Background: an optimization exercise with open tools, aiming at small area. Do not read the settings as production practice. Only simulation tests tie the RTL to the original design; equivalence was not proved. Power is estimated from default activity; no workload was simulated.

--- flow/run.sh ---
#!/bin/bash
# synth_recipe.tcl (not shown) runs the flow's synth.tcl, then flattens the netlist and writes it again
# the make line also repeats each setting of config.mk as NAME=value (left out here)
make -C /OpenROAD-flow-scripts/flow DESIGN_CONFIG=/design/flow/config.mk WORK_HOME=/design/flow/orfs CLKGATE_MAP_FILE= SYNTH_SCRIPT=/design/flow/synth_recipe.tcl finish
--- flow/config.mk ---
export PLATFORM = sky130hd
export DESIGN_NAME = pong
export DESIGN_NICKNAME = pong
export VERILOG_FILES = /design/flow/design.v
export SDC_FILE = /design/flow/constraint.sdc
export NUM_CORES = 4
export LEC_CHECK = 0
export CAP_MARGIN = 20
export CORE_MARGIN = 2
export CORE_UTILIZATION = 40
export CTS_BUF_LIST = sky130_fd_sc_hd__clkbuf_8
export SLEW_MARGIN = 20
--- flow/constraint.sdc ---
create_clock -name core_clock -period 8.0 [get_ports {clk}]
set_input_delay 1.6000 -clock core_clock [delete_from_list [all_inputs] [get_ports {clk}]]
set_output_delay 1.6000 -clock core_clock [all_outputs]
set_load 0.01 [all_outputs]
--- flow/design.v ---
`timescale 1ns / 1ps
`default_nettype none
`timescale 1ns / 1ps
`default_nettype none
`timescale 1ns / 1ps
`default_nettype none
module pong (
    input wire clk,
    input wire rst,
    input wire [9:0] hpos,
    input wire [9:0] vpos,
    input wire p1_btup,
    input wire p1_btdown,
    input wire p2_btup,
    input wire p2_btdown,
    input wire p1_auto,
    input wire p2_auto,
    output wire [7:0] r,
    output wire [7:0] g,
    output wire [7:0] b,
    output wire hs,
    output wire vs
    );
    reg [3:0] s1, s2;        
    reg [8:0] p1, p2;        
    reg [9:0] bx;            
    reg [8:0] by;            
    reg dxn, dyn;            
    reg [3:0] dl;            
    wire [9:0] h = hpos;
    wire [9:0] v = vpos;
    assign hs = ~(h >= 10'd656 && h < 10'd752);
    assign vs = ~(v >= 10'd491 && v < 10'd493);
    wire act = (h < 10'd640) && (v < 10'd480);
    wire sel = v[8] & v[7] & v[6] & v[5];
    wire right = bx >= 10'd320;
    wire [9:0] A;
    assign A[9] = v[9];
    assign A[8:5] = v[8:5] & (by[8:5] | {4{~sel}});
    assign A[4:1] = v[4:1] | (by[4:1] & {4{sel}});
    assign A[0] = sel ? by[0] : v[0];
    wire [8:0] P = (sel ? right : h[9]) ? p2 : p1;
    wire [10:0] S = {1'b0, A} - {2'b0, P};
    wire on = S[10:5] == 6'd0;
    wire stick1 = on && (h[9:3] == 7'd1);
    wire stick2 = on && (h[9:3] == 7'd78);
    wire sxd = sel & dxn, sxu = sel & ~dxn;
    wire syd = sel & dyn, syu = sel & ~dyn;
    wire [9:0] BX, BY;
    assign BX[9:3] = ~(h[9:3] | {7{sxu}});
    assign BX[2:1] = (~h[2:1] | {2{sxd}}) & ~{2{sxu}};
    assign BX[0] = ~h[0] | sel;
    assign BY[9] = ~v[9];
    assign BY[8:5] = ~v[8:5] | {4{syd}};
    assign BY[4:1] = ~v[4:1] & ~{4{syu}};
    assign BY[0] = ~v[0] | sel;
    wire [10:0] U = {1'b0, bx} + {1'b0, BX};
    wire [10:0] W = {2'b0, by} + {1'b0, BY};
    wire ball = (U[10:2] == 9'h0FF) && (W[10:2] == 9'h0FF);
    wire border = (v == 10'd0) || (v == 10'd479) || (h == 10'd320 && v[2]);
    wire [7:0] hq = h[9:2];
    wire [7:0] vq = v[9:2];
    wire rA = (vq == 8'd2);
    wire rBF = (vq >= 8'd3 && vq < 8'd7);
    wire rG = (vq == 8'd7);
    wire rCE = (vq >= 8'd8 && vq < 8'd12);
    wire rD = (vq == 8'd12);
    wire cL = (hq == 8'd66) || (hq == 8'd88);
    wire cM = (hq >= 8'd67 && hq < 8'd71) || (hq >= 8'd89 && hq < 8'd93);
    wire cR = (hq == 8'd71) || (hq == 8'd93);
    wire [3:0] sd = hq[4] ? s2 : s1;
    wire [6:0] gs;    
    assign gs[6] = ~(~sd[3] & ~sd[2] & ~sd[1] & sd[0] | sd[3] & sd[2] | sd[2] & ~sd[1] & ~sd[0]);
    assign gs[5] = ~sd[3] & sd[1] & sd[0] | ~sd[2] | ~sd[1] & ~sd[0];
    assign gs[4] = ~(sd[3] & sd[2] | ~sd[2] & sd[1] & ~sd[0]);
    assign gs[3] = ~(~sd[3] & ~sd[2] & ~sd[1] & sd[0] | sd[2] & ~sd[1] & ~sd[0] | sd[2] & sd[1] & sd[0]);
    assign gs[2] = ~(sd[2] & ~sd[1] | sd[0]);
    assign gs[1] = ~(~sd[3] & ~sd[2] & sd[0] | ~sd[2] & sd[1] | sd[1] & sd[0]);
    assign gs[0] = ~(~sd[3] & ~sd[2] & ~sd[1] | sd[2] & sd[1] & sd[0]);
    wire sc = (cM & (rA & gs[6] | rG & gs[0] | rD & gs[3])) |
              (cR & (rBF & gs[5] | rCE & gs[4])) |
              (cL & (rBF & gs[1] | rCE & gs[2]));
    wire sc1 = sc & ~hq[4];
    wire sc2 = sc & hq[4];
    reg [5:0] c;    
    always @* begin
        if (!act)        c = 6'b00_00_00;
        else if (ball)   c = 6'b11_11_00;
        else if (sc1)    c = 6'b11_10_10;
        else if (sc2)    c = 6'b10_10_11;
        else if (stick2) c = 6'b00_00_11;
        else if (stick1) c = 6'b10_00_00;
        else if (border) c = 6'b11_11_11;
        else             c = 6'b00_10_00;
    end
    assign r = {c[5], {7{c[4]}}};
    assign g = {c[3], {7{c[2]}}};
    assign b = {c[1], {7{c[0]}}};
    wire up = S[10] | (S[9:0] < 10'd10);
    wire dn = ~S[10] & (S[9:0] >= 10'd21);
    wire p1u = p1_auto ? (~right & up) : p1_btup;
    wire p1d = p1_auto ? (~right & dn) : p1_btdown;
    wire p2u = p2_auto ? (right & up) : p2_btup;
    wire p2d = p2_auto ? (right & dn) : p2_btdown;
    wire ups = (v == 10'd480) && (h[9:2] == 8'd0);
    wire upb = (v == 10'd481) && (h[9:3] == 7'd0) && (h[2:0] <= dl[3:1]);
    wire over = bx[9] & bx[7];                      
    wire win = (s1[3] & s1[0]) | (s2[3] & s2[0]);   
    wire wall = (by == 9'd1 && dyn) || (by == 9'd475 && !dyn);
    wire hit1 = (bx == 10'd17) && on && dxn;
    wire hit2 = (bx == 10'd620) && on && !dxn;
    wire pedge = up | dn;
    wire dec1 = ups & p1u & (p1 != 9'd0);
    wire inc1 = ups & p1d & ~(p1u & (p1 != 9'd0)) & ~(p1[8] & p1[7] & p1[6]);
    wire dec2 = ups & p2u & (p2 != 9'd0);
    wire inc2 = ups & p2d & ~(p2u & (p2 != 9'd0)) & ~(p2[8] & p2[7] & p2[6]);
    wire [8:0] t1, t2;
    assign t1[0] = dec1 | inc1;
    assign t2[0] = dec2 | inc2;
    genvar k;
    generate for (k = 1; k < 9; k = k + 1) begin : pt
        assign t1[k] = t1[k-1] & (p1[k-1] ^ dec1);
        assign t2[k] = t2[k-1] & (p2[k-1] ^ dec2);
    end endgenerate
    wire start = over & p1_btup & p2_btdown;
    wire pt2 = ~over & ~win & (bx == 10'd1);                  
    wire pt1 = ~over & ~win & ~pt2 & (bx == 10'd635);         
    wire play = ~over & ~win & ~pt1 & ~pt2;
    wire bounce = play & wall;
    wire ret = play & ~wall & (hit1 | hit2);
    wire step = upb & play & ~wall & ~(hit1 | hit2);
    wire serve = upb & (start | pt1 | pt2);
    always @(posedge clk) begin
        if (rst) begin
            s1 <= 4'hF;
            s2 <= 4'hF;
            p1 <= 9'd240;
            p2 <= 9'd240;
            bx <= 10'd640;
            by <= 9'd240;
            dxn <= 1'b0;
            dyn <= 1'b0;
            dl <= 4'd1;
        end else begin
            p1 <= p1 ^ t1;
            p2 <= p2 ^ t2;
            if (serve) begin
                bx <= 10'd320;
                by <= 9'd240;
                dxn <= pt2;
                dyn <= 1'b0;
                dl <= 4'd1;
            end else if (upb & ~over & win) begin
                bx <= 10'd640;
            end else begin
                if (step) begin
                    bx <= U[9:0];
                    by <= W[8:0];
                end
                if (upb & bounce)
                    dyn <= ~dyn;
                if (upb & ret) begin
                    if (dl != 4'd15)
                        dl <= dl + 4'd1;
                    dxn <= hit2;
                    if (pedge)
                        dyn <= 1'b1;
                end
            end
            if (upb & start) begin
                s1 <= 4'd0;
                s2 <= 4'd0;
            end
            if (upb & pt1)
                s1 <= s1 + 4'd1;
            if (upb & pt2)
                s2 <= s2 + 4'd1;
        end
    end
endmodule
==> results.txt <==
==> synth_stat cells, types with 3 or more instances <==
cell type | instances | area [sq um]
fa_1 | 3 | 60.1
clkbuf_1 | 22 | 82.6
xor2_1 | 15 | 131
dfxtp_1 | 51 | 1020
a21oi_1 | 39 | 195
and4_1 | 4 | 35.0
or2_2 | 3 | 18.8
nand4b_1 | 3 | 26.3
o211ai_1 | 15 | 113
xnor2_1 | 19 | 166
o21bai_1 | 3 | 22.5
ha_1 | 34 | 425
nand4_1 | 15 | 93.8
a22oi_1 | 5 | 37.5
o22ai_1 | 4 | 25.0
nand3_1 | 17 | 85.1
mux2_2 | 3 | 33.8
and2_1 | 8 | 50.1
a21boi_0 | 4 | 30.0
o21ai_0 | 38 | 190
nand2b_1 | 8 | 50.1
a31o_2 | 3 | 26.3
nor4_1 | 12 | 75.1
or4_1 | 10 | 75.1
inv_1 | 23 | 86.3
o31ai_1 | 3 | 22.5
o21a_1 | 9 | 67.6
nor3_1 | 20 | 100
o31a_1 | 4 | 35.0
o221ai_1 | 3 | 26.3
or3_1 | 6 | 37.5
nor3b_1 | 4 | 30.0
and3_1 | 3 | 18.8
a32oi_1 | 7 | 61.3
a21o_1 | 13 | 97.6
nor2b_1 | 14 | 87.6
nand2_1 | 68 | 255
nand3b_1 | 7 | 52.6
mux2i_1 | 28 | 280
buf_4 | 19 | 143
nor2_1 | 81 | 304
a211oi_1 | 7 | 52.6
==> area by class of cell <==
cell class                      instances  area, sq um
Clock buffer                            5         68.8
Timing Repair Buffer                   65          624
Clock inverter                          3         16.3
Fill cell                            1264         6780
Inverter                               24         90.1
Tap cell                              172          215
Multi-Input combinational cell        576         3850
Sequential cell                        51         1020
==> flip-flops by register name, summed over array words and instances (netlist names) <==
signal,flops
bx,10
by,9
dl,4
dxn,1
dyn,1
p1,9
p2,9
s1,4
s2,4
==> kinds of logic (layout without fill, tap and decap cells) <==
kind of cell             Yosys count  after routing
flip-flops                        51             51
AO/OA/AOI/OAI                    179            179
multiplexers                      31             31
adder cells (fa/ha/maj)           37             37
XOR/XNOR                          34             34
AND/OR/NAND/NOR                  295            295
buffers and inverters             68             97
==> final timing paths <==
kind / slack [ns] / cells past startpoint / to / startpoint
setup / recovery: 0.35 / 19 / b[6] / vpos[5]
hold / removal: 0.52 / 2 / dl[1]$_SDFFE_PP0P_ / dl[1]$_SDFFE_PP0P_
setup reg to reg: 2.91 / 18 / p1[5]$_SDFF_PP1_ / bx[7]$_SDFFE_PP1P_
hold reg to reg: 0.52 / 2 / dl[1]$_SDFFE_PP0P_ / dl[1]$_SDFFE_PP0P_
==> cells in the final DEF (no fill, tap or decap), types with 7 or more instances in the layout <==
cell type        synthesis  final
a211oi_1                 7      7
a21o_1                  13     13
a21oi_1                 39     36
a32oi_1                  7      7
and2_1                   8      7
buf_4                   19     11
clkdlybuf4s50_1          0     53
dfxtp_1                 51     51
ha_1                    34     34
inv_1                   23     24
mux2i_1                 28     28
nand2_1                 68     68
nand2b_1                 8      8
nand3_1                 17     17
nand3b_1                 7      7
nand4_1                 15     15
nor2_1                  81     79
nor2b_1                 14     14
nor3_1                  20     20
nor4_1                  12     12
o211ai_1                15     15
o21a_1                   9      9
o21ai_0                 38     36
or4_1                   10     10
xnor2_1                 19     19
xor2_1                  15     15
==> metal layers <==
| metal | up-vias | share of wire | track usage |
|---|---|---|---|
| met4 | 0 | 0.017 | 0.0610 |
| met1 | 2464 | 0.46 | 0.297 |
| met2 | 183 | 0.44 | 0.351 |
| li1 | 2609 | - | - |
| met3 | 20 | 0.076 | 0.0407 |
| met5 | - | 0 | 0 |
==> metrics by stage <==
stage | setup slack [ns] | hold WS, ns | utilization | total power [uW]
after detailed placement | 0.179 | 0.504 | 0.455 | 377
after global placement | 0.283 | 0.497 | 0.455 | 376
final | 0.349 | 0.523 | 0.465 | 533
after global routing | 0.0245 | 0.542 | 0.465 | 557
after floorplan | 0.694 | 0.470 | - | 335
after CTS | 0.170 | 0.518 | 0.462 | 533
==> repair_timing <==
| item | CTS | global route |
|---|---|---|
| gates resized for setup | 0 | 10 |
| setup buffers | 0 | 1 |
| setup endpoints to repair | 0 | 21 |
==> power by group through the flow <==
stage               clock network (uW)  registers [uW]  logic (uW)
floorplan                            0             260        75.3
global placement                     0             260         116
detailed placement                   0             260         118
CTS                                160             254         119
global route                       170             254         134
finish                             158             254         122
==> critical path, cell delays in order <==
cell and delay (ns):
clkdlybuf4s50_1 0.57, nand4_1 0.19, nor2_1 0.17, a21oi_2 0.08, buf_6 0.16, nand2_1 0.09, o21ai_0 0.09, ha_1 0.23
fa_1 0.47, nand2b_1 0.21, a21o_1 0.21, a31o_2 0.23, nand2_1 0.17, and4_1 0.27, buf_4 0.16, a21oi_1 0.08
a211oi_1 0.26, and2_2 0.24, clkdlybuf4s50_1 0.55
==> metrics.md <==
| Metric | Value |
|---|---|
| Ys async rst share | 0 |
| Post-Synth Simple-Gate Area | 0.291 |
| Critical path type | input port to output port |
| Final setup viols | 0 |
| Distinct cells, synth | 74 |
| Switching power total | 168 uW |
| Seq pwr share | 0.476 |
| Clock Pin Slew Worst Setup and Hold Paths | 0.09 ns |
| Routed WL | 15300 um |
| Largest family of logic cells by synthesized area | simple AND/OR/NAND/NOR gates |
| Placed Area | 5770 sq um |
| Top-Level Pins | 54 |
| Pin count of the biggest net entering global routing | 28 |
| Crit share post-route | 0.956 |
| Sequential-to-total area share from yosys stat | 0.196 |
| Lkg Pwr | 0.00229 uW |
| Drt pass-1 iters | 5 |
| Core box area | 12700 sq um |
| Num rows | 41 |
| Total number of vias | 5276 |
| Max VDD drop | 0.0000582 V |
| Clk sinks | 51 |
| Adder-Cell Fraction of Synth Area | 0.0934 |
| Worst-Margin Slew | 1.10 ns |
| Clock Path Buffers | 2 |
| Root Buffer | clkbuf_8 |
| Cts bufs inserted | 5 |
| Number of synthesized register bits | 51 |
| Synth Instances | 695 |
| Drt drc | 0 |
| I/O Buffers | 53 |
| Starting Density | 0.410 |
| Worst EP arrival | 6.05 ns |
| Placed cells | 887 |
| CP Max Fanout | 8 |
| Netlist Area Pre-Place | 5200 sq um |
| RSZ-0062 raised after global routing | false |
| Required @ worst endpoint | 6.40 ns |
| Type of the tightest min-delay check | register to register |
| Die Wd | 118 um |
| Fraction of layout cells with a size suffix above 1 | 0.0622 |
| Vias in the first global route | 5029 |
| Skew-Pair Late Insertion Delay | 0.33 ns |
| CTS tree | built |
| Placer Congestion | 0.965 |
| Post-synth EDFFs | 0 |
| Initial antenna violation count | 0 |
| Die area | 13900 sq um |
| Hpwl dp | 12100 um |
| Hold Buf Count CTS | 0 |
| Layout Nets | 788 |
| Syn nets | 760 |
| Via density | 5.89 |
| Internal power | 365 uW |
| F_max | 131 MHz |
| P per Cell Area | 90.5 nW/um^2 |
| Grt total ovfl | 0 |
| Compound-Gate Fraction of Synth Area | 0.235 |
| Post-Synth XOR/XNOR Area | 0.0573 |
| Global-route wire length before repair | 25000 um |
| N_diodes | 0 |
| Fin cells | 896 |
| DRT iter0 DRCs | 392 |
| Clock power share | 0.295 |
| MaxCap Viol Count | 0 |
| Remaining antenna violation count | 0 |
| WL per Instance | 17.1 um |
| Final worst path period need | 7.65 ns |
| Sw Ratio | 0.315 |
| Max-Slew Margin vs Limit | 0.264 |
| Synth-to-layout area growth | 13.3% |
| Yosys warns | 1 |
| Multiplexer area fraction after synthesis | 0.0604 |
| Synthesized area per cell | 7.48 sq um |
| Main flop type after synthesis | dfxtp_1 |
| Outcome | timing/DRC/antenna clean |
| Crit start category | input port |
| CP endpoint kind | output port |
| Slew Limit Fails | 0 |
| GR Util All Layers | 0.218 |
| Design area | 5890 sq um |
| Die Ht | 118 um |
| Final count of hold timing violations | 0 |
| Post-Route Setup TNS | 0 ns |
| H-tree lvl count | 2 |
| Fin Clk Skew | 0.0151 ns |
| Combinational share of power | 0.229 |

## separate check: timing with driven ports
No port has a modelled driver above. Below, the same layout with a new extraction and two added sets of constraints.
Step 1: set_driving_cell puts a clkbuf_16 on clk and a buf_2 on each other input, an assumption about the parent block.
Step 2 adds t to the input delays and takes it off the output delays; t is the mean of the earliest and latest rising clock arrival at the registers after step 1. Input paths then give back, and output paths get back, about the clock's delay inside the block.
a / b / c = no drivers / after step 1 / after step 2; a / b = the first two.
shift t [ns]: 0.355
slack for setup (ns): 0.349 / 0.314 / 0.314
clock arrival spread, ns: 0.016 / 0.015
After both steps this run still meets setup and hold. For this run, drivers alone change the setup slack by -0.035 ns; drivers and shift together by -0.035 ns.
